Source: an optimization exercise on an open RTL-to-GDS flow (aim: small area). Production flows keep margins and buffers that such runs may drop. Only simulation tests tie the RTL to the original design; equivalence was not proved. Power figures rest on the tool's default switching activity, not on a simulated workload.

### design/flow/design.v
`timescale 1ns / 1ps
module Metastable_Remover(
    input signal_in,
    output signal_out,
    input clk
    );
    parameter BARLEN=4;  
    reg [BARLEN-1:0] barieer; 
    always @(posedge clk) begin
        barieer<={signal_in,barieer[BARLEN-1:1]};
    end
    assign signal_out=barieer[0];
endmodule
`timescale 1ns / 1ps
module Bounce_Remover(
    si,
    so,
    clk,
    rst
    );
    input  wire si;
    output reg so;
    input  wire clk;
    input  wire rst;
    parameter WAITBW=4;  
    reg si0;
    always @(posedge clk) si0<=rst ? 1'b0 : si;
    wire si_rise, si_fall;
    assign si_rise = (~si0)&si;
    assign si_fall  = si0&(~si);
    reg [WAITBW-1:0] waitcount;
    wire [WAITBW-1:0] wait_dec;
    rc_add #(WAITBW) u_dec(.a(waitcount), .b({WAITBW{1'b1}}), .ci(1'b0), .s(wait_dec), .co());
    wire [WAITBW-1:0] all0;
    assign all0=0;
    always @(posedge clk) 
    if (rst) begin
        so<=0;
        waitcount<=0;
    end else if (|waitcount) begin
        waitcount<=wait_dec;
    end else if (si_rise) begin
        so<=1;
        waitcount<=~all0;
    end else if (si_fall) begin
        so<=0;
        waitcount<=~all0;
    end 
endmodule
`timescale 1ns / 1ps
module mixer(
        input wire ref_pulse,
        input wire pdm_pulse,
        output wire mixer_out
    );
    assign mixer_out = ref_pulse ^ pdm_pulse;
endmodule
module rc_add #(parameter W = 8) (input [W-1:0] a, input [W-1:0] b, input ci, output [W-1:0] s, output co);
    wire [W:0] c;
    assign c[0] = ci;
    genvar i;
    generate for (i = 0; i < W; i = i + 1) begin : g
        assign s[i] = a[i] ^ b[i] ^ c[i];
        assign c[i+1] = (a[i] & b[i]) | (c[i] & (a[i] ^ b[i]));
    end endgenerate
    assign co = c[W];
endmodule
module rc_inc #(parameter W = 8) (input [W-1:0] a, input ci, output [W-1:0] s);
    wire [W:0] c;
    assign c[0] = ci;
    genvar i;
    generate for (i = 0; i < W; i = i + 1) begin : g
        assign s[i] = a[i] ^ c[i];
        assign c[i+1] = a[i] & c[i];
    end endgenerate
endmodule
module counter_new(
        input pulse,
        input CLK,
        input wire rst,
        input wire tick,
        output wire [15:0] result
    );
    reg [15:0] pulseCount;
    reg [15:0] countResult;
    reg [1:0] pulseRead;
    wire [15:0] pc_inc;
    wire rise = tick & (pulseRead == 2'b01);
    rc_inc #(16) u_inc(.a(pulseCount), .ci(tick), .s(pc_inc));
    always @(posedge CLK) begin
        pulseCount <= (rst | rise) ? 16'd0 : pc_inc;
        if (rst) begin
            countResult <= 16'd0;
            pulseRead <= 2'd0;
        end else if (tick) begin
            pulseRead <= {pulseRead[0], pulse};
            if (rise) countResult <= pulseCount;
        end
    end
    assign result = countResult;
endmodule
module Period_Measurer(si, si0, Dh, Dl, Dh_ok, Dl_ok, init, locked, clk, rst);
   input  wire si;
   output reg  si0;
   output reg [15:0] Dh;
   output reg [15:0] Dl;
   output reg  Dh_ok;       
   output reg  Dl_ok;
   input  wire init;
   output reg  locked;
   input  wire clk;
   input  wire rst;
   localparam [25:0] NUM = 26'd50000000;
   always @(posedge clk) si0 <= rst ? 1'b0 : si;
   wire si_rise = ~si0 & si;
   reg [31:0] base_h, base_l;
   reg [11:0] bc;            
   reg [1:0]  stt;           
   reg [1:0]  ph;            
   reg [19:0] R;             
   wire last = (stt == 2'd1) & si_rise & (bc == 12'd0);
   wire cnt_h = ((stt == 2'd0) & si_rise) | ((stt == 2'd1) & si & ~last);
   wire cnt_l = (stt == 2'd1) & ~si;
   wire [31:0] bh_inc, bl_inc;
   rc_inc #(32) u_bh(.a(base_h), .ci(cnt_h), .s(bh_inc));
   rc_inc #(32) u_bl(.a(base_l), .ci(cnt_l), .s(bl_inc));
   wire div = (stt == 2'd2);
   wire [19:0] Q   = {base_l[7:0], base_h[11:0]};
   wire [19:0] th;
   rc_add #(20) u_th(.a(Q), .b(20'd1000), .ci(1'b0), .s(th), .co());
   wire [19:0] dv  = ph[0] ? th : (ph[1] ? base_l[31:12] : base_h[31:12]);
   wire [20:0] T   = {R, NUM[bc[4:0]]};
   wire [20:0] Tm;
   wire        qb;
   rc_add #(21) u_sub(.a(T), .b(~{1'b0, dv}), .ci(1'b1), .s(Tm), .co(qb));
   wire [19:0] Rn  = qb ? Tm[19:0] : T[19:0];
   wire qsh = div & ~ph[0];
   wire jz = (bc[4:0] == 5'd0);
   wire bc_en = div | ((stt == 2'd1) & si_rise);
   wire [11:0] bc_dec;
   rc_add #(12) u_bc(.a(bc), .b({12{bc_en}}), .ci(1'b0), .s(bc_dec), .co());
   always @(posedge clk)
     R <= last ? {16'd0, NUM[25:22]} :
          jz   ? (ph[0] ? {16'd0, NUM[25:22]} : {10'd0, NUM[25:16]}) : Rn;
   always @(posedge clk)
     if (init | rst) begin
        stt    <= 2'd0;
        locked <= 1'b0;
        base_h <= 32'd0;
        base_l <= 32'd0;
        bc     <= 12'hfff;
     end else begin
        base_h[31:12] <= bh_inc[31:12];
        base_h[11:0]  <= qsh ? {base_h[10:0], qb} : bh_inc[11:0];
        base_l[31:8]  <= bl_inc[31:8];
        base_l[7:0]   <= qsh ? {base_l[6:0], base_h[11]} : bl_inc[7:0];
        bc <= last ? 12'd21 : (div & jz) ? (ph[0] ? 12'd21 : 12'd15) : bc_dec;
        case (stt)
          2'd0: if (si_rise) stt <= 2'd1;
          2'd1: if (last) begin
                   stt <= 2'd2;
                   ph  <= 2'd0;
                   Dh_ok <= 1'b0;
                   Dl_ok <= 1'b0;
                end
          2'd2: begin
                   if (ph == 2'd1) Dh <= {Dh[14:0], qb};
                   if (ph == 2'd3) Dl <= {Dl[14:0], qb};
                   if (ph == 2'd0 && bc[4:0] == 5'd14) locked <= 1'b1;
                   if (jz) begin
                      ph <= ph + 1'b1;
                      if (ph == 2'd1) Dh_ok <= 1'b1;
                      if (ph == 2'd3) begin
                         Dl_ok <= 1'b1;
                         stt <= 2'd3;
                      end
                   end
                end
          default: ;
        endcase
     end
endmodule
module output_pulse(Dh, Dl, Dh_ok, Dl_ok, so, CLK, rst, locked, rise, fall_done);
    input wire [15:0] Dh;
    input wire [15:0] Dl;
    input wire Dh_ok;        
    input wire Dl_ok;
    input wire CLK;
    input wire rst;
    input wire locked;
    output wire so;
    output wire rise;
    output wire fall_done;
    reg so_reg;
    reg [1:0] st;            
    reg [15:0] cnt;          
    wire [15:0] cn;
    rc_inc #(16) u_inc(.a(cnt), .ci(1'b1), .s(cn));
    wire g = locked & ~rst;
    wire hit = (st == 2'd1) ? (Dh_ok & (cn == Dh)) : (Dl_ok & (cn == Dl));
    assign rise = g & (st == 2'd0);
    assign fall_done = (st == 2'd0) & (cnt == 16'd5000);
    always @(posedge CLK) begin
        so_reg <= g & (st == 2'd1);
        if (g) begin
            case (st)
            2'd0: st <= 2'd3;
            2'd1: if (hit) st <= 2'd2;
            2'd2: if (hit) st <= 2'd1;
            2'd3: st <= 2'd1;
            endcase
            cnt <= (st[0] ^ st[1]) & ~hit ? cn : 16'd0;
        end else begin
            st <= 2'd0;
            cnt <= (rst | fall_done) ? 16'd0 :
                   (st != 2'd0) ? 16'd1 :
                   (cnt != 16'd0) ? cn : 16'd0;
        end
    end
    assign so = so_reg;
endmodule
module lag_pulse(Dh, Dl, Dh_ok, Dl_ok, so, CLK, rst, rise, fall_done);
    input wire [15:0] Dh;
    input wire [15:0] Dl;
    input wire Dh_ok;        
    input wire Dl_ok;
    input wire CLK;
    input wire rst;
    input wire rise;
    input wire fall_done;
    output wire so;
    reg so_reg;
    reg [1:0] st;
    reg [15:0] cnt;
    wire [15:0] cn;
    rc_inc #(16) u_inc(.a(cnt), .ci(1'b1), .s(cn));
    wire hit = (st == 2'd1) ? (Dh_ok & (cn == Dh)) : (Dl_ok & (cn == Dl));
    wire go = (cnt == 16'd5000);
    wire run = ~(rst | fall_done);
    always @(posedge CLK) begin
        so_reg <= run & (st == 2'd1);
        if (~run) begin
            st <= 2'd0;
            cnt <= 16'd0;
        end else begin
            case (st)
            2'd0: if (go) st <= 2'd3;
            2'd1: if (hit) st <= 2'd2;
            2'd2: if (hit) st <= 2'd1;
            2'd3: st <= 2'd1;
            endcase
            cnt <= (st == 2'd0) ? ((~go & (cnt != 16'd0 | rise)) ? cn : 16'd0) :
                   ((st[0] ^ st[1]) & ~hit ? cn : 16'd0);
        end
    end
    assign so = so_reg;
endmodule
module dfil_new #(parameter K = 125, parameter BW = 25, parameter L = 975) (
    input wire indata,       
    input wire B,            
    input wire B0,           
    input wire so_d,         
    input wire [BW-1:0] W,   
    input wire bnd,          
    input wire rok,          
    input CLK,
    input rst,
    output wire out
);
    reg [BW-1:0] er;
    wire [BW-1:0] en;
    rc_add #(BW) u_enc(.a(er), .b((B ^ B0) ? W : {BW{1'b0}}), .ci(1'b0), .s(en), .co());
    always @(posedge CLK) er <= (rst | bnd) ? {BW{1'b0}} : en;
    reg [L-1:0] ring;
    always @(posedge CLK) begin
        ring <= {ring[L-2:0], ring[L-1]};
        if (rst | bnd) ring[BW-1:0] <= en;    
    end
    wire [BW-1:0] rd = {ring[BW-2:0], ring[L-1]};
    reg [BW-1:0] dr;
    reg Bdr;
    wire [BW-1:0] dm;
    wire e;
    rc_add #(BW) u_dec(.a(dr), .b(~W), .ci(1'b1), .s(dm), .co(e));
    wire Bd = Bdr ^ e;
    always @(posedge CLK) begin
        Bdr <= rok & Bd;
        dr <= bnd ? rd : (e ? dm : dr);
    end
    wire x = indata & ~rst;
    reg xd1;
    always @(posedge CLK) xd1 <= x;
    wire xd = (so_d ^ Bd) & rok;
    reg [12:0] sum;
    wire dn = xd & ~xd1;
    wire [12:0] sum_n;
    rc_add #(13) u_sum(.a(sum), .b({{12{dn}}, xd ^ xd1}), .ci(1'b0), .s(sum_n), .co());
    always @(posedge CLK) sum <= rst ? 13'd0 : sum_n;
    wire gt4500, ge500;
    rc_add #(13) u_c1(.a(sum), .b(~13'd4501), .ci(1'b1), .s(), .co(gt4500));
    rc_add #(13) u_c2(.a(sum), .b(~13'd500), .ci(1'b1), .s(), .co(ge500));
    reg fil;
    always @(negedge CLK)
        if (rst) fil <= 1'b0;
        else begin
            if (gt4500) fil <= 1'b1;
            if (~ge500) fil <= 1'b0;
        end
    assign out = fil;
endmodule
module UART(input [15:0] DATA, input hi, input CLK, input rst, input START, output reg UARTTX);
    reg [6:0] clkCount;
    reg [3:0] dataCount;
    reg sendStBit;
    wire [7:0] byte_ = hi ? DATA[15:8] : DATA[7:0];
    wire bt;
    wire [6:0] cc_n;
    wire [3:0] dc_n;
    rc_inc #(7) u_cc(.a(clkCount), .ci(1'b1), .s(cc_n));
    rc_inc #(4) u_dc(.a(dataCount), .ci(bt), .s(dc_n));
    assign bt = sendStBit & (clkCount == 7'd100);     
    always @(posedge CLK) begin
        clkCount <= (rst | ~sendStBit | bt) ? 7'd0 : cc_n;
        dataCount <= (rst | (bt & (dataCount == 4'd9))) ? 4'd0 : dc_n;
        if (rst) begin
            sendStBit <= 1'b0;
            UARTTX <= 1'b1;
        end else if (sendStBit) begin
            if (bt) begin
                UARTTX <= dataCount[3] | byte_[dataCount[2:0]];
                if (dataCount == 4'd9) sendStBit <= 1'b0;
            end
        end else if (START) begin
            sendStBit <= 1'b1;
            UARTTX <= 1'b0;
        end
    end
endmodule
`timescale 1ns / 1ps
module top(
        input CLK,
        input rst,
        input c1,
        input c2,
        input c3,
        input init,
        output Bounce_Remover_outc1,
        output Bounce_Remover_outc2,
        output Bounce_Remover_outc3,
        output mixer_out1,
        output mixer_out2,
        output mixer_out3,
        output so1,
        output so2,
        output so3,
        output dfil_new_out1,
        output dfil_new_out2,
        output dfil_new_out3,
        output UARTTX
    );
    localparam K = 125;      
    localparam BW = 25;      
    localparam L = 975;      
    reg [6:0] pos;
    wire [6:0] pos_n;
    rc_inc #(7) u_pos(.a(pos), .ci(1'b1), .s(pos_n));
    always @(posedge CLK) pos <= (rst || pos == K - 1) ? 7'd0 : pos_n;
    wire bnd = (pos == K - 1);
    reg [BW-1:0] W;
    always @(*)
        case (pos)
            7'd0: W = 25'd28950528;
            7'd1: W = 25'd25395200;
            7'd2: W = 25'd22265856;
            7'd3: W = 25'd19529728;
            7'd4: W = 25'd17121280;
            7'd5: W = 25'd15007744;
            7'd6: W = 25'd13164544;
            7'd7: W = 25'd11542528;
            7'd8: W = 25'd10125312;
            7'd9: W = 25'd8880128;
            7'd10: W = 25'd7790592;
            7'd11: W = 25'd6836224;
            7'd12: W = 25'd5996544;
            7'd13: W = 25'd5259264;
            7'd14: W = 25'd4612096;
            7'd15: W = 25'd4046848;
            7'd16: W = 25'd3551232;
            7'd17: W = 25'd3115008;
            7'd18: W = 25'd2732032;
            7'd19: W = 25'd2396160;
            7'd20: W = 25'd2101248;
            7'd21: W = 25'd1843200;
            7'd22: W = 25'd1615872;
            7'd23: W = 25'd1417216;
            7'd24: W = 25'd1242112;
            7'd25: W = 25'd1088512;
            7'd26: W = 25'd953856;
            7'd27: W = 25'd836608;
            7'd28: W = 25'd733696;
            7'd29: W = 25'd643584;
            7'd30: W = 25'd564736;
            7'd31: W = 25'd495616;
            7'd32: W = 25'd434944;
            7'd33: W = 25'd381696;
            7'd34: W = 25'd335104;
            7'd35: W = 25'd294144;
            7'd36: W = 25'd258048;
            7'd37: W = 25'd226432;
            7'd38: W = 25'd198656;
            7'd39: W = 25'd174208;
            7'd40: W = 25'd152704;
            7'd41: W = 25'd133760;
            7'd42: W = 25'd117120;
            7'd43: W = 25'd102592;
            7'd44: W = 25'd89856;
            7'd45: W = 25'd78720;
            7'd46: W = 25'd68992;
            7'd47: W = 25'd60480;
            7'd48: W = 25'd53056;
            7'd49: W = 25'd46560;
            7'd50: W = 25'd40896;
            7'd51: W = 25'd35936;
            7'd52: W = 25'd31568;
            7'd53: W = 25'd27760;
            7'd54: W = 25'd24400;
            7'd55: W = 25'd21440;
            7'd56: W = 25'd18832;
            7'd57: W = 25'd16528;
            7'd58: W = 25'd14488;
            7'd59: W = 25'd12696;
            7'd60: W = 25'd11112;
            7'd61: W = 25'd9712;
            7'd62: W = 25'd8488;
            7'd63: W = 25'd7416;
            7'd64: W = 25'd6480;
            7'd65: W = 25'd5664;
            7'd66: W = 25'd4956;
            7'd67: W = 25'd4340;
            7'd68: W = 25'd3808;
            7'd69: W = 25'd3346;
            7'd70: W = 25'd2946;
            7'd71: W = 25'd2598;
            7'd72: W = 25'd2294;
            7'd73: W = 25'd2027;
            7'd74: W = 25'd1791;
            7'd75: W = 25'd1581;
            7'd76: W = 25'd1393;
            7'd77: W = 25'd1224;
            7'd78: W = 25'd1072;
            7'd79: W = 25'd936;
            7'd80: W = 25'd815;
            7'd81: W = 25'd708;
            7'd82: W = 25'd614;
            7'd83: W = 25'd532;
            7'd84: W = 25'd461;
            7'd85: W = 25'd400;
            7'd86: W = 25'd348;
            7'd87: W = 25'd304;
            7'd88: W = 25'd267;
            7'd89: W = 25'd236;
            7'd90: W = 25'd210;
            7'd91: W = 25'd188;
            7'd92: W = 25'd169;
            7'd93: W = 25'd152;
            7'd94: W = 25'd136;
            7'd95: W = 25'd121;
            7'd96: W = 25'd107;
            7'd97: W = 25'd94;
            7'd98: W = 25'd82;
            7'd99: W = 25'd71;
            7'd100: W = 25'd61;
            7'd101: W = 25'd52;
            7'd102: W = 25'd44;
            7'd103: W = 25'd37;
            7'd104: W = 25'd31;
            7'd105: W = 25'd26;
            7'd106: W = 25'd22;
            7'd107: W = 25'd19;
            7'd108: W = 25'd17;
            7'd109: W = 25'd16;
            7'd110: W = 25'd15;
            7'd111: W = 25'd14;
            7'd112: W = 25'd13;
            7'd113: W = 25'd12;
            7'd114: W = 25'd11;
            7'd115: W = 25'd10;
            7'd116: W = 25'd9;
            7'd117: W = 25'd8;
            7'd118: W = 25'd7;
            7'd119: W = 25'd6;
            7'd120: W = 25'd5;
            7'd121: W = 25'd4;
            7'd122: W = 25'd3;
            7'd123: W = 25'd2;
            7'd124: W = 25'd1;
            default: W = 25'd0;
        endcase
    reg [5:0] blk;
    wire [5:0] blk_n;
    rc_inc #(6) u_blk(.a(blk), .ci(bnd & ~blk[5] | bnd & ~blk[3]), .s(blk_n));
    always @(posedge CLK) blk <= rst ? 6'd0 : blk_n;
    wire rok = blk[5] & blk[3];
    reg [3:0] clk_count;
    wire [3:0] cc_n;
    rc_inc #(4) u_cc(.a(clk_count), .ci(1'b1), .s(cc_n));
    always @(posedge CLK) clk_count <= (rst || clk_count == 4'd10) ? 4'd0 : cc_n;
    wire tick = (clk_count == 4'd10);
    wire [15:0] result1, result2, result3;
    channel #(.K(K), .BW(BW), .L(L)) ch1 (.CLK(CLK), .rst(rst), .init(init), .c(c1),
        .W(W), .bnd(bnd), .rok(rok), .tick(tick),
        .B(Bounce_Remover_outc1), .mix(mixer_out1), .so(so1), .fil(dfil_new_out1), .result(result1));
    channel #(.K(K), .BW(BW), .L(L)) ch2 (.CLK(CLK), .rst(rst), .init(init), .c(c2),
        .W(W), .bnd(bnd), .rok(rok), .tick(tick),
        .B(Bounce_Remover_outc2), .mix(mixer_out2), .so(so2), .fil(dfil_new_out2), .result(result2));
    channel #(.K(K), .BW(BW), .L(L)) ch3 (.CLK(CLK), .rst(rst), .init(init), .c(c3),
        .W(W), .bnd(bnd), .rok(rok), .tick(tick),
        .B(Bounce_Remover_outc3), .mix(mixer_out3), .so(so3), .fil(dfil_new_out3), .result(result3));
    reg [13:0] sendtiming;
    reg [15:0] addtiming;
    reg [15:0] SENDDATA;
    reg [15:0] sensordata1, sensordata2, sensordata3;
    reg START;
    reg [1:0] shift;
    wire [13:0] st_n;
    wire [15:0] at_n;
    rc_inc #(14) u_st(.a(sendtiming), .ci(1'b1), .s(st_n));
    rc_inc #(16) u_at(.a(addtiming), .ci(sendtiming != 14'd12500), .s(at_n));
    always @(posedge CLK)
        if (rst) begin
            sendtiming <= 14'd0;
            addtiming <= 16'd0;
            SENDDATA <= 16'd0;
            sensordata1 <= 16'd0;
            sensordata2 <= 16'd0;
            sensordata3 <= 16'd0;
            START <= 1'b0;
            shift <= 2'd0;
        end else begin
            if (addtiming == 16'd49999) begin
                sensordata1 <= result1;
                sensordata2 <= result2;
                sensordata3 <= result3;
            end
            addtiming <= (addtiming == 16'd50000) ? 16'd0 : at_n;
            if (sendtiming == 14'd12500) begin
                case (shift)
                    2'd0: SENDDATA <= 16'hffff;
                    2'd1: SENDDATA <= sensordata1;
                    2'd2: SENDDATA <= sensordata2;
                    2'd3: SENDDATA <= sensordata3;
                endcase
                shift <= shift + 1'b1;
                sendtiming <= 14'd0;
                START <= 1'b0;
            end else begin
                sendtiming <= st_n;
                START <= (sendtiming == 14'd1) | (sendtiming == 14'd6251);
            end
        end
    UART UART(.DATA(SENDDATA), .hi(sendtiming[12]), .CLK(CLK), .rst(rst), .START(START), .UARTTX(UARTTX));
endmodule
module channel #(parameter K = 125, parameter BW = 25, parameter L = 975) (
    input CLK, input rst, input init, input c,
    input [BW-1:0] W, input bnd, input rok, input tick,
    output B, output mix, output so, output fil, output [15:0] result
);
    wire sync, B0, locked, rise, fall_done, so_d;
    wire [15:0] Dh, Dl;
    wire Dh_ok, Dl_ok;
    Metastable_Remover mr(.signal_in(c), .signal_out(sync), .clk(CLK));
    Bounce_Remover br(.si(sync), .so(B), .clk(CLK), .rst(rst));
    Period_Measurer pm(.si(B), .si0(B0), .Dh(Dh), .Dl(Dl), .Dh_ok(Dh_ok), .Dl_ok(Dl_ok), .init(init), .locked(locked), .clk(CLK), .rst(rst));
    output_pulse op(.Dh(Dh), .Dl(Dl), .Dh_ok(Dh_ok), .Dl_ok(Dl_ok), .so(so), .CLK(CLK), .rst(rst), .locked(locked), .rise(rise), .fall_done(fall_done));
    lag_pulse lp(.Dh(Dh), .Dl(Dl), .Dh_ok(Dh_ok), .Dl_ok(Dl_ok), .so(so_d), .CLK(CLK), .rst(rst), .rise(rise), .fall_done(fall_done));
    mixer mx(.ref_pulse(so), .pdm_pulse(B), .mixer_out(mix));
    dfil_new #(.K(K), .BW(BW), .L(L)) df(.indata(mix), .B(B), .B0(B0), .so_d(so_d), .W(W), .bnd(bnd), .rok(rok),
        .CLK(CLK), .rst(rst), .out(fil));
    counter_new cn(.pulse(fil), .CLK(CLK), .rst(rst), .tick(tick), .result(result));
endmodule
### design/flow/run.sh
#!/bin/bash
# synth_recipe.tcl (not shown) runs the flow's synth.tcl, then flattens the netlist and writes it again
# the make line also repeats each setting of config.mk as NAME=value (left out here)
make -C /OpenROAD-flow-scripts/flow DESIGN_CONFIG=/design/flow/config.mk WORK_HOME=/design/flow/orfs CLKGATE_MAP_FILE= SYNTH_SCRIPT=/design/flow/synth_recipe.tcl finish
### design/flow/constraint.sdc
create_clock -name core_clock -period 110.0 [get_ports {CLK}]
set_input_delay 22.0000 -clock core_clock [delete_from_list [all_inputs] [get_ports {CLK}]]
set_output_delay 22.0000 -clock core_clock [all_outputs]
set_load 0.01 [all_outputs]
### design/flow/config.mk
export PLATFORM = sky130hd
export DESIGN_NAME = top
export DESIGN_NICKNAME = top
export VERILOG_FILES = /design/flow/design.v
export SDC_FILE = /design/flow/constraint.sdc
export NUM_CORES = 8
export LEC_CHECK = 0
export CAP_MARGIN = 20
export CORE_MARGIN = 2
export CORE_UTILIZATION = 50
export CTS_BUF_LIST = sky130_fd_sc_hd__clkbuf_8
export CTS_CLUSTER_DIAMETER = 80
export CTS_CLUSTER_SIZE = 16
export PLACE_DENSITY = 0.6
export SLEW_MARGIN = 20
==> results of run 1 <==
-- logic make-up (layout without fill, tap and decap cells) --
logic type / count (synthesis) / in the layout
other: 0 / 3
muxes: 85 / 85
adders and majority gates: 779 / 779
xor gates and xnor gates: 254 / 254
AOI/OAI and AO/OA: 738 / 738
buffers and inverters: 499 / 688
and+or+nand+nor: 1843 / 1843
DFF: 3929 / 3929
-- worst max-delay path by stage --
| stage | slack, ns | to | from |
|---|---|---|---|
| after floorplan | 31.84 | ch1.df.fil$_SDFFE_NP0P_ | rst |
| after global placement | 32.05 | dfil_new_out3 | ch3.df.fil$_SDFFE_NP0P_ |
| after detailed placement | 32.06 | dfil_new_out3 | ch3.df.fil$_SDFFE_NP0P_ |
| after CTS | 31.02 | dfil_new_out3 | ch3.df.fil$_SDFFE_NP0P_ |
| after global routing | 31.03 | dfil_new_out1 | ch1.df.fil$_SDFFE_NP0P_ |
| final | 31.16 | dfil_new_out3 | ch3.df.fil$_SDFFE_NP0P_ |
-- power groups by stage --
stage,clock network (W),registers [W],logic [W]
after CTS,0.000716,0.00151,0.000115
final,0.000678,0.00151,0.000112
after global routing,0.000768,0.00151,0.000131
after global placement,0.000000227,0.00154,0.000109
after floorplan,0.000000227,0.00153,0.0000834
after detailed placement,0.000000227,0.00154,0.000114
-- placed cells by master (no fill, tap or decap), types with 20 or more instances in the layout --
master / n
sky130_fd_sc_hd__mux2_2: 27
sky130_fd_sc_hd__dfxtp_1: 3746
sky130_fd_sc_hd__nor2_1: 256
sky130_fd_sc_hd__buf_4: 44
sky130_fd_sc_hd__nor3_1: 50
sky130_fd_sc_hd__o21ai_0: 113
sky130_fd_sc_hd__nand3_1: 97
sky130_fd_sc_hd__a31oi_1: 22
sky130_fd_sc_hd__mux2i_1: 52
sky130_fd_sc_hd__a22oi_1: 20
sky130_fd_sc_hd__edfxtp_1: 183
sky130_fd_sc_hd__a21oi_1: 385
sky130_fd_sc_hd__clkbuf_8: 306
sky130_fd_sc_hd__nand2_1: 745
sky130_fd_sc_hd__xor2_1: 100
sky130_fd_sc_hd__a211oi_1: 44
sky130_fd_sc_hd__nor4_1: 28
sky130_fd_sc_hd__and3_1: 70
sky130_fd_sc_hd__nor2b_1: 134
sky130_fd_sc_hd__nand2b_1: 23
sky130_fd_sc_hd__ha_1: 517
sky130_fd_sc_hd__fa_1: 261
sky130_fd_sc_hd__inv_1: 289
sky130_fd_sc_hd__and2_1: 332
sky130_fd_sc_hd__nand4_1: 39
sky130_fd_sc_hd__xnor2_1: 154
sky130_fd_sc_hd__a311oi_1: 20
-- cell type report --
| type | count | area, um2 |
|---|---|---|
| fillers | 18380 | 101300 |
| flip-flops and latches | 3929 | 80490 |
| multi-input cells | 3699 | 28350 |
| clock buffers | 306 | 4212 |
| well taps | 2958 | 3701 |
| inverters | 257 | 964.7 |
| repair buffers | 66 | 560.5 |
| clock inverters | 59 | 400.4 |
| diodes | 3 | 7.507 |
-- cells in the mapped netlist, types with 5 or more instances --
| master | instances |
|---|---|
| sky130_fd_sc_hd__a2111oi_0 | 5 |
| sky130_fd_sc_hd__a211o_1 | 9 |
| sky130_fd_sc_hd__a211oi_1 | 44 |
| sky130_fd_sc_hd__a21oi_1 | 386 |
| sky130_fd_sc_hd__a22oi_1 | 20 |
| sky130_fd_sc_hd__a311oi_1 | 20 |
| sky130_fd_sc_hd__a31o_2 | 5 |
| sky130_fd_sc_hd__a31oi_1 | 22 |
| sky130_fd_sc_hd__a32o_1 | 6 |
| sky130_fd_sc_hd__and2_0 | 6 |
| sky130_fd_sc_hd__and2_1 | 332 |
| sky130_fd_sc_hd__and3_1 | 70 |
| sky130_fd_sc_hd__buf_1 | 22 |
| sky130_fd_sc_hd__buf_2 | 10 |
| sky130_fd_sc_hd__clkbuf_1 | 209 |
| sky130_fd_sc_hd__clkinv_1 | 6 |
| sky130_fd_sc_hd__dfxtp_1 | 3746 |
| sky130_fd_sc_hd__edfxtp_1 | 183 |
| sky130_fd_sc_hd__fa_1 | 261 |
| sky130_fd_sc_hd__ha_1 | 518 |
| sky130_fd_sc_hd__inv_1 | 251 |
| sky130_fd_sc_hd__mux2_2 | 27 |
| sky130_fd_sc_hd__mux2i_1 | 52 |
| sky130_fd_sc_hd__mux4_2 | 6 |
| sky130_fd_sc_hd__nand2_1 | 746 |
| sky130_fd_sc_hd__nand2b_1 | 24 |
| sky130_fd_sc_hd__nand3_1 | 97 |
| sky130_fd_sc_hd__nand4_1 | 39 |
| sky130_fd_sc_hd__nor2_1 | 258 |
| sky130_fd_sc_hd__nor2b_1 | 134 |
| sky130_fd_sc_hd__nor3_1 | 51 |
| sky130_fd_sc_hd__nor3b_1 | 5 |
| sky130_fd_sc_hd__nor4_1 | 29 |
| sky130_fd_sc_hd__nor4b_1 | 7 |
| sky130_fd_sc_hd__o211ai_1 | 17 |
| sky130_fd_sc_hd__o21a_1 | 11 |
| sky130_fd_sc_hd__o21ai_0 | 113 |
| sky130_fd_sc_hd__o22ai_1 | 12 |
| sky130_fd_sc_hd__o31ai_1 | 13 |
| sky130_fd_sc_hd__or2_2 | 6 |
| sky130_fd_sc_hd__or3_1 | 9 |
| sky130_fd_sc_hd__or4_1 | 9 |
| sky130_fd_sc_hd__xnor2_1 | 154 |
| sky130_fd_sc_hd__xor2_1 | 100 |
-- per-layer routing --
| metal | vias to the layer above | GRT usage (%) | wire (um) |
|---|---|---|---|
| met3 | 345 | 2.572 | 5833 |
| met5 | - | 0 | 0 |
| met2 | 707 | 23.11 | 71910 |
| met1 | 25460 | 21.74 | 82870 |
| met4 | 0 | 5.148 | 5083 |
| li1 | 26550 | - | - |
-- through the flow --
step           hold slack [ns]  cell area (um2)  setup slack (ns)  cells
6_report                0.2649           118700             31.16  11280
5_1_grt                 0.2686           118700             31.03  11280
4_1_cts                 0.2576           118600             31.02  11270
3_5_place_dp            0.3121           114000             32.06  10910
3_3_place_gp            0.3096           114000             32.05  10910
2_1_floorplan           0.3096           110700             31.84   8127
==> flow_metrics.tcl, run 1 <==
set metrics [dict create \
    run_status "timing/DRC/antenna clean" \
    clock_network_power_share_pct 29.5 \
    synth_area_leader_cell "sky130_fd_sc_hd__dfxtp_1" \
    core-area_um2 219900 \
    internal_power_w 0.001797 \
    layout-area-overhead-vs-synth_pct 7.260 \
    max_h_tree_level 5 \
    cts_hold_buf 0 \
    power_switching_share_pct 21.78 \
    clock_insertion_delay_worst_skew_ns 1.01 \
    synth.top_cells.by_area "sky130_fd_sc_hd__dfxtp_1, sky130_fd_sc_hd__ha_1, sky130_fd_sc_hd__edfxtp_1" \
    yosysWarnings 9 \
    synth_simple_gate_area_share_pct 8.101 \
    dpl.hpwl_um 102100 \
    final-setup-viol-count 0 \
    cts_resized 0 \
    grt_pass1_wl_um 281100 \
    design.portCount 19 \
    synth_compound_gate_area_share_pct 3.997 \
    worst_slew_pin_slew_ns 1.154 \
    max-cap-violations 0 \
    number_of_nets_still_failing_antenna_checks_after_routing 0 \
    die-height_um 474.4 \
    endpoint_kind "primary output" \
    cp_data_arrival_time_ns 56.84 \
    die_area_um2 225100 \
    wl_per_cell_um 14.69 \
    postCtsSetupRepairBufs 0 \
    fin_setup_tns_ns 0 \
    critical_path.top_delay_family "buffers and inverters" \
    cts.clk_slew.worst_paths_ns 0.09 \
    synth-adder-area-share_pct 10.58 \
    timing.critical_path.cells "clkdlybuf4s50_1" \
    final-max-slew-violation-count 0 \
    worst_slew_margin_rel_pct 22.82 \
    synth.net_count 8912 \
    groute.usage.overall_pct 15.11 \
    grt_start_max_net_pins 111 \
    cts_made_buffers 299 \
    timing_hold_violations_final 0 \
    hold_end "ch2.df.ring[824]$_DFF_P_" \
    vias_in_the_first_global_route 54210 \
    worst_hold_startpoint "ch2.df.ring[823]$_DFF_P_" \
    syn-cell-area_um2 110600 \
    criticalPathCategory "flop to primary output" \
    synth.area.mux_share_pct 0.8673 \
    syn_inst 8127 \
    post_route_core_utilization_pct 53.96 \
    fin_skew_ns 0.09099 \
    placement.io_buffers 18 \
    synthArstFlopShare_pct 0 \
    longest_individual_stage_delay_on_the_worst_path_ns 0.58 \
    largest_registers "ch1.df.ring: 975 flops, ch2.df.ring: 975 flops, ch3.df.ring: 975 flops" \
    crit_slowest_cell "sky130_fd_sc_hd__clkdlybuf4s50_1" \
    synth_xor_area_share_pct 2.011 \
    ys_seq_elements 3929 \
    detail_route.drc_violations 0 \
    detail_route.vias_per_cell 4.705 \
    clock_sink_count 3929 \
    net-switching-power_w 0.0005004 \
    ctsRootBufferMaster "sky130_fd_sc_hd__clkbuf_8" \
    min_delay_path_depth 0 \
    share_of_the_yosys_chip_area_belonging_to_registers_pct 72.74 \
    worstSetupStartpointType "flop" \
    detailroute.via_count 53060 \
    powerDensity_nw_per_um2 19.35 \
    r2r-start "ch2.df.sum[2]$_SDFF_PP0_" \
    worst-path-buf-inv 1 \
    ir_drop_worst_case_vdd_uv 17.34 \
    route.final.wire_length_um 165700 \
    setup_repair_after_global_routing_missed_its_margin "false" \
    setup.reg_to_reg.worst_slack_ns 53.62 \
    largest_family_of_logic_cells_by_synthesized_area "adder cells" \
    worstSetupPathDepth 1 \
    timing.hold.worst.class "flop to flop" \
    layout-drive-gt1-share_pct 5.303 \
    ys.flop_type "sky130_fd_sc_hd__dfxtp_1" \
    detailedRoute.firstPassIterationCount 5 \
    power.static_leakage_nw 49.68 \
    nets 9040 \
    synth_edf_count 183 \
    postSynthAreaPerCell_um2 13.62 \
    power.sequential.fraction_pct 65.6 \
    share_comb_of_total_power_pct 4.9 \
    cts-root-to-sink-buffers 4 \
    yosys.cell_types.count 84 \
    detailedRoute.firstIterationViolations 2507 \
    crit_required_ns 88.00 \
    rr_endpoint "ch2.df.fil$_SDFFE_NP0P_" \
    grt_antenna_before_repair 3 \
    place_congestion 0.8183 \
    die_width_um 474.4 \
    tritoncts_clock_tree "yes" \
    design_power_total_w 0.002297 \
    critical_path.max_fanout 3 \
    core.rowCount 172 \
    worst-r2r-cell-count 5 \
    synthDominantCellAreaShare_pct 67.77 \
    overflow_after_grt 0 \
    floorplan.initialDensity_pct 50.31 \
]
==> run 2, diff against run 1 <==
==> design/flow/flow/run.sh (new file) <==
#!/bin/bash
# Layout flow: the standard flow (standard.sh: the standard synthesis and
# ORFS steps) with one change to clock tree synthesis: small clkbuf_4 leaf
# buffers for clusters of at most 9 flip-flops, and no dummy loads.
# The full output of the flow goes to standard.log in the work folder.
set -euo pipefail
export CTS_ARGS="-sink_clustering_enable -repair_clock_nets -sink_clustering_size 9 -sink_clustering_max_diameter 60 -buf_list sky130_fd_sc_hd__clkbuf_4 -dont_use_dummy_load"
bash standard.sh > standard.log 2>&1
==> design/flow/standard.sh (new file) <==
#!/bin/bash
# synth_recipe.tcl (not shown) runs the flow's synth.tcl, then flattens the netlist and writes it again
# the make line also repeats each setting of config.mk as NAME=value (left out here)
make -C /OpenROAD-flow-scripts/flow DESIGN_CONFIG=/design/flow/config.mk WORK_HOME=/design/flow/orfs CLKGATE_MAP_FILE= SYNTH_SCRIPT=/design/flow/synth_recipe.tcl "${@:-finish}"
--- a/design/flow/config.mk
+++ b/design/flow/config.mk
@@ -9,7 +9,4 @@
 export CORE_MARGIN = 2
 export CORE_UTILIZATION = 50
-export CTS_BUF_LIST = sky130_fd_sc_hd__clkbuf_8
-export CTS_CLUSTER_DIAMETER = 80
-export CTS_CLUSTER_SIZE = 16
 export PLACE_DENSITY = 0.6
 export SLEW_MARGIN = 20
removed: design/flow/run.sh
==> flow_metrics.tcl, run 2 <==
set metrics [dict create \
    worst_slew_margin_rel_pct 23.83 \
    die-height_um 474.4 \
    largest_family_of_logic_cells_by_synthesized_area "adder cells" \
    floorplan.initialDensity_pct 50.31 \
    synthMostInstantiatedCell "sky130_fd_sc_hd__dfxtp_1" \
    synth_compound_gate_area_share_pct 3.997 \
    cts-root-to-sink-buffers 4 \
    wl_per_cell_um 14.68 \
    die_area_um2 225100 \
    synth.area.mux_share_pct 0.8673 \
    design.portCount 19 \
    internal_power_w 0.001739 \
    net-switching-power_w 0.0004954 \
    core.rowCount 172 \
    detailedRoute.firstPassIterationCount 5 \
    cts_hold_buf 0 \
    yosys.cell_types.count 84 \
    post_route_core_utilization_pct 53.55 \
    clock_insertion_delay_worst_skew_ns 1.35 \
    synth_simple_gate_area_share_pct 8.101 \
    grt_antenna_before_repair 3 \
    share_of_the_yosys_chip_area_belonging_to_registers_pct 72.74 \
    synth.top_cells.by_area "sky130_fd_sc_hd__dfxtp_1, sky130_fd_sc_hd__ha_1, sky130_fd_sc_hd__edfxtp_1" \
    synth_xor_area_share_pct 2.011 \
    critical_path.max_fanout 3 \
    vias_in_the_first_global_route 55910 \
    die_width_um 474.4 \
    ys_seq_elements 3929 \
    powerDensity_nw_per_um2 18.97 \
    max-cap-violations 0 \
    postSynthAreaPerCell_um2 13.62 \
    timing.critical_path.cells "clkdlybuf4s50_1" \
    detail_route.drc_violations 0 \
    cts_made_buffers 491 \
    final-setup-viol-count 0 \
    fin_skew_ns 0.1581 \
    min_delay_path_depth 0 \
    max_h_tree_level 5 \
    number_of_nets_still_failing_antenna_checks_after_routing 0 \
    syn-cell-area_um2 110600 \
    critical_path.top_delay_family "buffers and inverters" \
    worstSetupPathDepth 1 \
    longest_individual_stage_delay_on_the_worst_path_ns 0.59 \
    grt_pass1_wl_um 285400 \
    place_congestion 0.8183 \
    clock_sink_count 3929 \
    clock_network_power_share_pct 27.5 \
    power.static_leakage_nw 49.44 \
    layout_common_cells "sky130_fd_sc_hd__dfxtp_1, sky130_fd_sc_hd__nand2_1, sky130_fd_sc_hd__ha_1" \
    worst_slew_pin_slew_ns 1.139 \
    power_switching_share_pct 22.17 \
    syn_inst 8127 \
    worstSetupStartpointType "flop" \
    endpoint_kind "primary output" \
    detail_route.vias_per_cell 4.735 \
    fin_setup_tns_ns 0 \
    layout-area-overhead-vs-synth_pct 6.439 \
    detailroute.via_count 54030 \
    tritoncts_clock_tree "yes" \
    synth_edf_count 183 \
    ctsRootBufferMaster "sky130_fd_sc_hd__clkbuf_4" \
    criticalPathCategory "flop to primary output" \
    synthArstFlopShare_pct 0 \
    timing_hold_violations_final 0 \
    core-area_um2 219900 \
    nets 9232 \
    postCtsSetupRepairBufs 0 \
    layout-drive-gt1-share_pct 7.200 \
    dpl.hpwl_um 102100 \
    power.sequential.fraction_pct 67.4 \
    route.final.wire_length_um 167400 \
    groute.usage.overall_pct 15.34 \
    setup_repair_after_global_routing_missed_its_margin "false" \
    ys.flop_type "sky130_fd_sc_hd__dfxtp_1" \
    cts.clk_slew.worst_paths_ns 0.10 \
    synth-adder-area-share_pct 10.58 \
    synthDominantCellAreaShare_pct 67.77 \
    crit_required_ns 88.00 \
    largest_registers "ch1.df.ring: 975 flops, ch2.df.ring: 975 flops, ch3.df.ring: 975 flops" \
    final_common_cell "sky130_fd_sc_hd__dfxtp_1" \
    yosysWarnings 9 \
    run_status "timing/DRC/antenna clean" \
    fillCellCount 18660 \
    grt_start_max_net_pins 111 \
    final-max-slew-violation-count 0 \
    netlist_top_cells_count "sky130_fd_sc_hd__dfxtp_1, sky130_fd_sc_hd__nand2_1, sky130_fd_sc_hd__ha_1" \
    detailedRoute.firstIterationViolations 2330 \
    share_comb_of_total_power_pct 5.0 \
    cp_data_arrival_time_ns 57.10 \
    worst-r2r-cell-count 5 \
    placement.io_buffers 18 \
    ir_drop_worst_case_vdd_uv 13.80 \
    synth_area_leader_cell "sky130_fd_sc_hd__dfxtp_1" \
    timing.hold.worst.class "flop to flop" \
    crit_slowest_cell "sky130_fd_sc_hd__clkdlybuf4s50_1" \
    worst-path-buf-inv 1 \
    overflow_after_grt 0 \
    cts_resized 0 \
    synth.net_count 8912 \
]
run 2: cell count changes in the layout (fill, tap and decap cells not counted), sizes merged:
| cell | change |
|---|---|
| clkinvlp | -5 |
| diode | +3 |
| clkbuf | +185 |
| bufinv | -3 |
| inv | -44 |
| clkinv | -4 |
run 2: cell type report:
type	count	area, um2	share of cell area, %
sequential	3929	80490	68.34
multi-input combinational	3699	28350	24.07
tap	2958	3701	3.142
clock buffer	491	3686	3.130
inverter	257	964.7	0.8191
timing repair buffer	66	560.5	0.4759
antenna	6	15.01	0.01275
clock inverter	3	11.26	0.009561
run 2: final timing paths:
kind / endpoint / from / slack (ns)
max: dfil_new_out3 / ch3.df.fil$_SDFFE_NP0P_ / 30.90
min: ch2.df.ring[666]$_DFF_P_ / ch2.df.ring[665]$_DFF_P_ / 0.24
max reg2reg: ch1.df.fil$_SDFFE_NP0P_ / ch1.df.sum[0]$_SDFF_PP0_ / 53.56
min reg2reg: ch2.df.ring[666]$_DFF_P_ / ch2.df.ring[665]$_DFF_P_ / 0.24
run 2: cells by family (layout without fill, tap and decap cells):
kind of cell / after synthesis / after routing
simple gates: 1843 / 1843
flops: 3929 / 3929
buf+inv: 499 / 817
xor+xnor: 254 / 254
fa+ha+maj: 779 / 779
other cells: 0 / 6
mux: 85 / 85
compound gates: 738 / 738
run 2: per-layer routing:
layer | share of wire [%] | global-route usage, %
met2 | 44 | 23.28
met5 | 0 | 0
met1 | 49 | 21.59
met3 | 3.9 | 3.000
met4 | 3.1 | 6.184
run 2: power groups by stage:
stage	sequential (W)	clock [W]	combinational, W
4_1_cts	0.00151	0.000656	0.000115
3_3_place_gp	0.00154	0.000000227	0.000109
3_5_place_dp	0.00154	0.000000227	0.000114
5_1_grt	0.00151	0.000712	0.000131
2_1_floorplan	0.00153	0.000000227	0.0000834
6_report	0.00151	0.000615	0.000112
run 2: metrics by stage:
stage	hold slack, ns	setup WS, ns	instances	power (W)	instance area [um2]
after global routing	0.2036	30.69	11410	0.002356	117800
after CTS	0.2071	30.66	11400	0.002279	117700
after floorplan	0.3096	31.84	8127	0.001618	110700
final	0.2417	30.90	11410	0.002234	117800
after detailed placement	0.3121	32.06	10910	0.001654	114000
after global placement	0.3096	32.05	10910	0.001649	114000
==> run 3, diff against run 2 <==
--- a/design/flow/design.v
+++ b/design/flow/design.v
@@ -100,13 +100,15 @@
     assign result = countResult;
 endmodule
-module Period_Measurer(si, si0, Dh, Dl, Dh_ok, Dl_ok, init, locked, clk, rst);
+module Period_Measurer(si, si0, Dh, Dl, Dh_ok, Dl_ok, init, locked, gen_idle, lag_end, clk, rst);
    input  wire si;
    output reg  si0;
-   output reg [15:0] Dh;
-   output reg [15:0] Dl;
+   output wire [15:0] Dh;
+   output wire [15:0] Dl;
    output reg  Dh_ok;       
    output reg  Dl_ok;
    input  wire init;
    output reg  locked;
+   input  wire gen_idle;    
+   input  wire lag_end;     
    input  wire clk;
    input  wire rst;
@@ -143,15 +145,24 @@
      R <= last ? {16'd0, NUM[25:22]} :
           jz   ? (ph[0] ? {16'd0, NUM[25:22]} : {10'd0, NUM[25:16]}) : Rn;
+   assign Dh = base_h[31:16];
+   assign Dl = base_l[31:16];
+   wire clr_hi = rst | lag_end | (init & gen_idle);
+   wire dsh_h = div & (ph == 2'd1);
+   wire dsh_l = div & (ph == 2'd3);
+   always @(posedge clk) begin
+     base_h[31:16] <= clr_hi ? 16'd0 : dsh_h ? {base_h[30:16], qb} : bh_inc[31:16];
+     base_l[31:16] <= clr_hi ? 16'd0 : dsh_l ? {base_l[30:16], qb} : bl_inc[31:16];
+   end
    always @(posedge clk)
      if (init | rst) begin
         stt    <= 2'd0;
         locked <= 1'b0;
-        base_h <= 32'd0;
-        base_l <= 32'd0;
+        base_h[15:0] <= 16'd0;
+        base_l[15:0] <= 16'd0;
         bc     <= 12'hfff;
      end else begin
-        base_h[31:12] <= bh_inc[31:12];
+        base_h[15:12] <= bh_inc[15:12];
         base_h[11:0]  <= qsh ? {base_h[10:0], qb} : bh_inc[11:0];
-        base_l[31:8]  <= bl_inc[31:8];
+        base_l[15:8]  <= bl_inc[15:8];
         base_l[7:0]   <= qsh ? {base_l[6:0], base_h[11]} : bl_inc[7:0];
         bc <= last ? 12'd21 : (div & jz) ? (ph[0] ? 12'd21 : 12'd15) : bc_dec;
@@ -165,6 +176,4 @@
                 end
           2'd2: begin
-                   if (ph == 2'd1) Dh <= {Dh[14:0], qb};
-                   if (ph == 2'd3) Dl <= {Dl[14:0], qb};
                    if (ph == 2'd0 && bc[4:0] == 5'd14) locked <= 1'b1;
                    if (jz) begin
@@ -181,5 +190,5 @@
      end
 endmodule
-module output_pulse(Dh, Dl, Dh_ok, Dl_ok, so, CLK, rst, locked, rise, fall_done);
+module output_pulse(Dh, Dl, Dh_ok, Dl_ok, so, CLK, rst, locked, rise, fall_done, idle);
     input wire [15:0] Dh;
     input wire [15:0] Dl;
@@ -192,4 +201,5 @@
     output wire rise;
     output wire fall_done;
+    output wire idle;
     reg so_reg;
     reg [1:0] st;            
@@ -201,4 +211,5 @@
     assign rise = g & (st == 2'd0);
     assign fall_done = (st == 2'd0) & (cnt == 16'd5000);
+    assign idle = (st == 2'd0) & (cnt == 16'd0);
     always @(posedge CLK) begin
         so_reg <= g & (st == 2'd1);
@@ -566,11 +577,11 @@
     output B, output mix, output so, output fil, output [15:0] result
 );
-    wire sync, B0, locked, rise, fall_done, so_d;
+    wire sync, B0, locked, rise, fall_done, gen_idle, so_d;
     wire [15:0] Dh, Dl;
     wire Dh_ok, Dl_ok;
     Metastable_Remover mr(.signal_in(c), .signal_out(sync), .clk(CLK));
     Bounce_Remover br(.si(sync), .so(B), .clk(CLK), .rst(rst));
-    Period_Measurer pm(.si(B), .si0(B0), .Dh(Dh), .Dl(Dl), .Dh_ok(Dh_ok), .Dl_ok(Dl_ok), .init(init), .locked(locked), .clk(CLK), .rst(rst));
-    output_pulse op(.Dh(Dh), .Dl(Dl), .Dh_ok(Dh_ok), .Dl_ok(Dl_ok), .so(so), .CLK(CLK), .rst(rst), .locked(locked), .rise(rise), .fall_done(fall_done));
+    Period_Measurer pm(.si(B), .si0(B0), .Dh(Dh), .Dl(Dl), .Dh_ok(Dh_ok), .Dl_ok(Dl_ok), .init(init), .locked(locked), .gen_idle(gen_idle), .lag_end(fall_done), .clk(CLK), .rst(rst));
+    output_pulse op(.Dh(Dh), .Dl(Dl), .Dh_ok(Dh_ok), .Dl_ok(Dl_ok), .so(so), .CLK(CLK), .rst(rst), .locked(locked), .rise(rise), .fall_done(fall_done), .idle(gen_idle));
     lag_pulse lp(.Dh(Dh), .Dl(Dl), .Dh_ok(Dh_ok), .Dl_ok(Dl_ok), .so(so_d), .CLK(CLK), .rst(rst), .rise(rise), .fall_done(fall_done));
     mixer mx(.ref_pulse(so), .pdm_pulse(B), .mixer_out(mix));
==> flow_metrics.tcl, run 3 <==
set metrics [dict create \
    largest_family_of_logic_cells_by_synthesized_area "adder cells" \
    setup.reg_to_reg.worst_slack_ns 53.56 \
    synthDominantCellAreaShare_pct 68.95 \
    timing.hold.worst.class "flop to flop" \
    worstSetupPathDepth 1 \
    groute.usage.overall_pct 15.59 \
    detail_route.vias_per_cell 4.795 \
    floorplan.initialDensity_pct 50.18 \
    share_of_the_yosys_chip_area_belonging_to_registers_pct 71.36 \
    cts_made_buffers 479 \
    clock_sink_count 3833 \
    largest_registers "ch1.df.ring: 975 flops, ch2.df.ring: 975 flops, ch3.df.ring: 975 flops" \
    postCtsSetupRepairBufs 0 \
    cp_data_arrival_time_ns 57.15 \
    synth.area.mux_share_pct 0.8686 \
    final-setup-viol-count 0 \
    design_power_total_w 0.002182 \
    synth_edf_count 87 \
    vias_in_the_first_global_route 56270 \
    critical_path.max_fanout 3 \
    die-height_um 470.4 \
    placement.io_buffers 18 \
    endpoint_kind "primary output" \
    setup_repair_after_global_routing_missed_its_margin "false" \
    synth_simple_gate_area_share_pct 8.630 \
    synth_area_leader_cell "sky130_fd_sc_hd__dfxtp_1" \
    worst_hold_startpoint "ch2.df.ring[287]$_DFF_P_" \
    detail_route.drc_violations 0 \
    syn_inst 8263 \
    netlist_top_cells_count "sky130_fd_sc_hd__dfxtp_1, sky130_fd_sc_hd__nand2_1, sky130_fd_sc_hd__ha_1" \
    worstSetupStartpointType "flop" \
    worst_slew_margin_rel_pct 29.20 \
    yosys.cell_types.count 92 \
    powerDensity_nw_per_um2 18.88 \
    crit_required_ns 88.00 \
    grt_pass1_wl_um 287100 \
    worst-r2r-cell-count 5 \
    yosysWarnings 9 \
    fin_skew_ns 0.1251 \
    synth.top_cells.by_area "sky130_fd_sc_hd__dfxtp_1, sky130_fd_sc_hd__ha_1, sky130_fd_sc_hd__fa_1" \
    worst_slew_pin_slew_ns 1.056 \
    cts_resized 0 \
    synthArstFlopShare_pct 0 \
    route.final.wire_length_um 168900 \
    tritoncts_clock_tree "yes" \
    timing.critical_path.cells "clkdlybuf4s50_1" \
    place_congestion 0.8680 \
    cts.clk_slew.worst_paths_ns 0.09 \
    final_common_cell "sky130_fd_sc_hd__dfxtp_1" \
    nets 9330 \
    detailedRoute.firstPassIterationCount 6 \
    clock_insertion_delay_worst_skew_ns 1.38 \
    synth_xor_area_share_pct 2.029 \
    worst_setup_path_endpoint "dfil_new_out2" \
    dpl.hpwl_um 104200 \
    core-area_um2 216700 \
    grt_antenna_before_repair 3 \
    postSynthAreaPerCell_um2 13.16 \
    criticalPathCategory "flop to primary output" \
    layout_common_cells "sky130_fd_sc_hd__dfxtp_1, sky130_fd_sc_hd__nand2_1, sky130_fd_sc_hd__ha_1" \
    design.portCount 19 \
    overflow_after_grt 0 \
    rr_endpoint "ch2.df.fil$_SDFFE_NP0P_" \
    fin_setup_tns_ns 0 \
    run_status "timing/DRC/antenna clean" \
    die_width_um 470.4 \
    final-max-slew-violation-count 0 \
    number_of_nets_still_failing_antenna_checks_after_routing 0 \
    core.rowCount 171 \
    max-cap-violations 0 \
    crit_slowest_cell "sky130_fd_sc_hd__clkdlybuf4s50_1" \
    ys_seq_elements 3833 \
    syn-cell-area_um2 108800 \
    timing_hold_violations_final 0 \
    max_h_tree_level 5 \
    ir_drop_worst_case_vdd_uv 9.788 \
    cts-root-to-sink-buffers 4 \
    wl_per_cell_um 14.81 \
    r2r-start "ch2.df.sum[2]$_SDFF_PP0_" \
    critical_path.top_delay_family "buffers and inverters" \
    synth.net_count 9047 \
    synth-adder-area-share_pct 10.75 \
    power.static_leakage_nw 48.67 \
    ys.flop_type "sky130_fd_sc_hd__dfxtp_1" \
    ctsRootBufferMaster "sky130_fd_sc_hd__clkbuf_4" \
    layout-area-overhead-vs-synth_pct 6.262 \
    die_area_um2 221300 \
    cts_hold_buf 0 \
    layout-drive-gt1-share_pct 7.338 \
    synth_compound_gate_area_share_pct 4.563 \
    detailroute.via_count 54690 \
    longest_individual_stage_delay_on_the_worst_path_ns 0.57 \
    critPathLaunch "ch2.df.fil$_SDFFE_NP0P_" \
    detailedRoute.firstIterationViolations 2766 \
    worst-path-buf-inv 1 \
    grt_start_max_net_pins 98 \
    synthMostInstantiatedCell "sky130_fd_sc_hd__dfxtp_1" \
]
[run 3: changes by cell type in the layout (fill, tap and decap cells not counted), sizes merged, moves of 6 or more]
| cell | before | now |
|---|---|---|
| nand4 | 39 | 48 |
| a211oi | 44 | 52 |
| nand3 | 98 | 88 |
| nor3 | 51 | 45 |
| or2 | 7 | 17 |
| o21ai | 116 | 124 |
| and2 | 338 | 258 |
| nand2 | 746 | 929 |
| clkbuf | 491 | 480 |
| xnor2 | 154 | 174 |
| xor2 | 100 | 78 |
| edfxtp | 183 | 87 |
| a21oi | 386 | 466 |
[run 3: how the worst min path moves through the flow]
| stage | slack (ns) | to | depth (start not counted) |
|---|---|---|---|
| final | 0.25 | ch2.df.ring[288]$_DFF_P_ | 0 |
| after global routing | 0.25 | ch2.df.ring[267]$_DFF_P_ | 0 |
| after CTS | 0.23 | ch3.df.ring[470]$_DFF_P_ | 0 |
| after detailed placement | 0.31 | ch1.df.ring[474]$_DFF_P_ | 0 |
| after global placement | 0.31 | ch2.df.ring[58]$_DFF_P_ | 0 |
| after floorplan | 0.31 | ch1.df.ring[100]$_DFF_P_ | 0 |
[run 3: through the flow]
| step | util, % | area (um2) | setup slack (ns) | instances | hold WS [ns] |
|---|---|---|---|---|---|
| after floorplan | - | 108800 | 31.55 | 8263 | 0.3096 |
| final | 53.32 | 115600 | 30.85 | 11410 | 0.2494 |
| after global routing | 53.32 | 115600 | 30.65 | 11400 | 0.2478 |
| after global placement | 51.61 | 111900 | 32.04 | 10910 | 0.3099 |
| after CTS | 53.28 | 115500 | 30.63 | 11390 | 0.2345 |
| after detailed placement | 51.62 | 111900 | 32.03 | 10910 | 0.3121 |
[run 3: cell families (layout without fill, tap and decap cells)]
| group | count (synthesis) | in the layout |
|---|---|---|
| xor gates and xnor gates | 252 | 252 |
| adders and majority gates | 778 | 778 |
| DFF | 3833 | 3833 |
| other | 0 | 8 |
| AOI/OAI and AO/OA | 833 | 833 |
| buffers and inverters | 517 | 798 |
| muxes | 85 | 85 |
| and+or+nand+nor | 1965 | 1965 |
[run 3: layout make-up]
cell class	count	area (um2)
inverters	251	942.2
clock buffers	479	3596
multi-input cells	3913	29260
flip-flops and latches	3833	77600
well taps	2854	3571
repair buffers	65	563.0
fillers	18380	101200
clock inverters	3	11.26
diodes	8	20.02
[run 3: routing by layer]
layer  share of wire [%]  wire length (um)  global-route usage, %
met4                 2.6              4469                  5.652
met1                  50             84810                  22.53
met2                  42             71280                  22.97
met3                 5.0              8379                  3.425
met5              0.0077                13                      0
[run 3: where the power goes]
part	internal, W	total [W]	switching (W)
registers	0.00145	0.00147	0.0000181
clock network	0.000199	0.000602	0.000402
logic	0.0000475	0.000114	0.0000663
==> run 4, diff against run 3 <==
==> design/flow/run.sh (new file) <==
#!/bin/bash
# synth_recipe.tcl (not shown) runs the flow's synth.tcl, then flattens the netlist and writes it again
# the make line also repeats each setting of config.mk as NAME=value (left out here)
make -C /OpenROAD-flow-scripts/flow DESIGN_CONFIG=/design/flow/config.mk WORK_HOME=/design/flow/orfs CLKGATE_MAP_FILE= SYNTH_SCRIPT=/design/flow/synth_recipe.tcl finish
--- a/design/flow/config.mk
+++ b/design/flow/config.mk
@@ -9,4 +9,7 @@
 export CORE_MARGIN = 2
 export CORE_UTILIZATION = 50
+export CTS_BUF_LIST = sky130_fd_sc_hd__clkbuf_8
+export CTS_CLUSTER_DIAMETER = 80
+export CTS_CLUSTER_SIZE = 16
 export PLACE_DENSITY = 0.6
 export SLEW_MARGIN = 20
removed: design/flow/flow/run.sh
removed: design/flow/standard.sh
==> flow_metrics.tcl, run 4 <==
set metrics [dict create \
    synth_area_leader_cell "sky130_fd_sc_hd__dfxtp_1" \
    wl_per_cell_um 14.85 \
    r2r-start "ch2.df.sum[2]$_SDFF_PP0_" \
    layout-area-overhead-vs-synth_pct 6.925 \
    max-cap-violations 0 \
    synth_edf_count 87 \
    ctsRootBufferMaster "sky130_fd_sc_hd__clkbuf_8" \
    setup_repair_after_global_routing_missed_its_margin "false" \
    largest_registers "ch1.df.ring: 975 flops, ch2.df.ring: 975 flops, ch3.df.ring: 975 flops" \
    cts-root-to-sink-buffers 4 \
    postCtsSetupRepairBufs 0 \
    cts_resized 0 \
    cts.clk_slew.worst_paths_ns 0.09 \
    grt_start_max_net_pins 98 \
    ir_drop_worst_case_vdd_uv 10.27 \
    powerDensity_nw_per_um2 19.20 \
    fin_skew_ns 0.07200 \
    detail_route.vias_per_cell 4.759 \
    criticalPathCategory "flop to primary output" \
    final-setup-viol-count 0 \
    worst_hold_startpoint "ch3.df.ring[958]$_DFF_P_" \
    ys_seq_elements 3833 \
    cts_made_buffers 292 \
    post_dp_cell_area_um2 111900 \
    crit_slowest_cell "sky130_fd_sc_hd__clkdlybuf4s50_1" \
    longest_individual_stage_delay_on_the_worst_path_ns 0.56 \
    layout.cell_area.non_filler_um2 116300 \
    share_comb_of_total_power_pct 5.1 \
    max_h_tree_level 5 \
    worstSetupStartpointType "flop" \
    worst_slew_pin_slew_ns 1.084 \
    stdcell_count 11260 \
    power.sequential.fraction_pct 65.7 \
    syn-cell-area_um2 108800 \
    synthMostInstantiatedCell "sky130_fd_sc_hd__dfxtp_1" \
    share_of_the_yosys_chip_area_belonging_to_registers_pct 71.36 \
    worst-path-buf-inv 1 \
    overflow_after_grt 0 \
    layout-drive-gt1-share_pct 5.472 \
    design.portCount 19 \
    crit_required_ns 88.00 \
    floorplan.initialDensity_pct 50.18 \
    synthDominantCellAreaShare_pct 68.95 \
    worst_slew_margin_rel_pct 27.52 \
    groute.usage.overall_pct 15.34 \
    power_switching_share_pct 21.96 \
    synthArstFlopShare_pct 0 \
    timing_hold_violations_final 0 \
    detail_route.drc_violations 0 \
    syn_inst 8263 \
    yosys.cell_types.count 92 \
    final-max-slew-violation-count 0 \
    layout_common_cells "sky130_fd_sc_hd__dfxtp_1, sky130_fd_sc_hd__nand2_1, sky130_fd_sc_hd__ha_1" \
    core-area_um2 216700 \
    critical_path.top_delay_family "buffers and inverters" \
    synth.top_cells.by_area "sky130_fd_sc_hd__dfxtp_1, sky130_fd_sc_hd__ha_1, sky130_fd_sc_hd__fa_1" \
    die_area_um2 221300 \
    clock_network_power_share_pct 29.2 \
    postSynthAreaPerCell_um2 13.16 \
    internal_power_w 0.001742 \
    clock_sink_count 3833 \
    nets 9143 \
    vias_in_the_first_global_route 54600 \
    endpoint_kind "primary output" \
    grt_pass1_wl_um 282400 \
    final_common_cell "sky130_fd_sc_hd__dfxtp_1" \
    critical_path.max_fanout 3 \
    timing.hold.worst.class "flop to flop" \
    timing.critical_path.cells "clkdlybuf4s50_1" \
    netlist_top_cells_count "sky130_fd_sc_hd__dfxtp_1, sky130_fd_sc_hd__nand2_1, sky130_fd_sc_hd__ha_1" \
    cp_data_arrival_time_ns 56.89 \
    grt_antenna_before_repair 1 \
    yosysWarnings 9 \
    core.rowCount 171 \
    place_inst 10910 \
    net-switching-power_w 0.0004903 \
    critPathLaunch "ch2.df.fil$_SDFFE_NP0P_" \
    fin_setup_tns_ns 0 \
    ys.flop_type "sky130_fd_sc_hd__dfxtp_1" \
    power.static_leakage_nw 48.81 \
    route.final.wire_length_um 167300 \
    place_congestion 0.8680 \
    detailroute.via_count 53600 \
    synth.net_count 9047 \
    number_of_nets_still_failing_antenna_checks_after_routing 0 \
    placement.io_buffers 18 \
    fillCellCount 18200 \
    clock_insertion_delay_worst_skew_ns 1.03 \
    cts_hold_buf 0 \
    detailedRoute.firstIterationViolations 2696 \
    tritoncts_clock_tree "yes" \
    die_width_um 470.4 \
    detailedRoute.firstPassIterationCount 6 \
    design_power_total_w 0.002232 \
    dpl.hpwl_um 104200 \
    die-height_um 470.4 \
    run_status "timing/DRC/antenna clean" \
]
[run 4: per-layer routing]
metal | track usage (%) | part of all wire [%]
met2 | 22.75 | 42
met4 | 4.954 | 2.6
met5 | 0 | 0
met1 | 22.58 | 51
met3 | 2.931 | 4.5
[run 4: path summary, 6_finish.rpt]
kind / to / slack (ns) / cells past startpoint
hold / removal: ch3.df.ring[959]$_DFF_P_ / 0.28 / 0
setup reg to reg: ch2.df.fil$_SDFFE_NP0P_ / 53.61 / 5
setup / recovery: dfil_new_out2 / 31.11 / 1
hold reg to reg: ch3.df.ring[959]$_DFF_P_ / 0.28 / 0
[run 4: logic make-up after synthesis]
kind of cell / count (synthesis) / share of synthesized area (%)
DFF: 3833 / 71.36
buffers and inverters: 517 / 1.800
muxes: 85 / 0.8686
xor gates and xnor gates: 252 / 2.029
and+or+nand+nor: 1965 / 8.630
adders and majority gates: 778 / 10.75
AOI/OAI and AO/OA: 833 / 4.563
[run 4: layout make-up]
cell class	instances	area, um2	share of cell area, %
Sequential cell	3833	77600	66.74
Clock buffer	296	4074	3.503
Tap cell	2854	3571	3.071
Multi-Input combinational cell	3913	29260	25.16
Inverter	251	942.2	0.8102
Timing Repair Buffer	65	566.8	0.4874
Clock inverter	49	265.3	0.2281
Antenna cell	2	5.005	0.004304
[run 4: power groups by stage]
stage	Clock [W]	Combinational, W	Sequential [W]
finish	0.000652	0.000114	0.00147
global route	0.000738	0.000133	0.00147
CTS	0.000687	0.000117	0.00147
detailed placement	0.000000227	0.000115	0.00150
global placement	0.000000227	0.000109	0.00150
floorplan	0.000000227	0.0000845	0.00149
[run 4: metrics by stage]
stage	setup slack [ns]	hold WS, ns	util [%]
global route	30.99	0.2702	53.65
CTS	30.97	0.2658	53.62
detailed placement	32.03	0.3121	51.62
floorplan	31.55	0.3096	-
finish	31.11	0.2763	53.65
global placement	32.04	0.3099	51.61
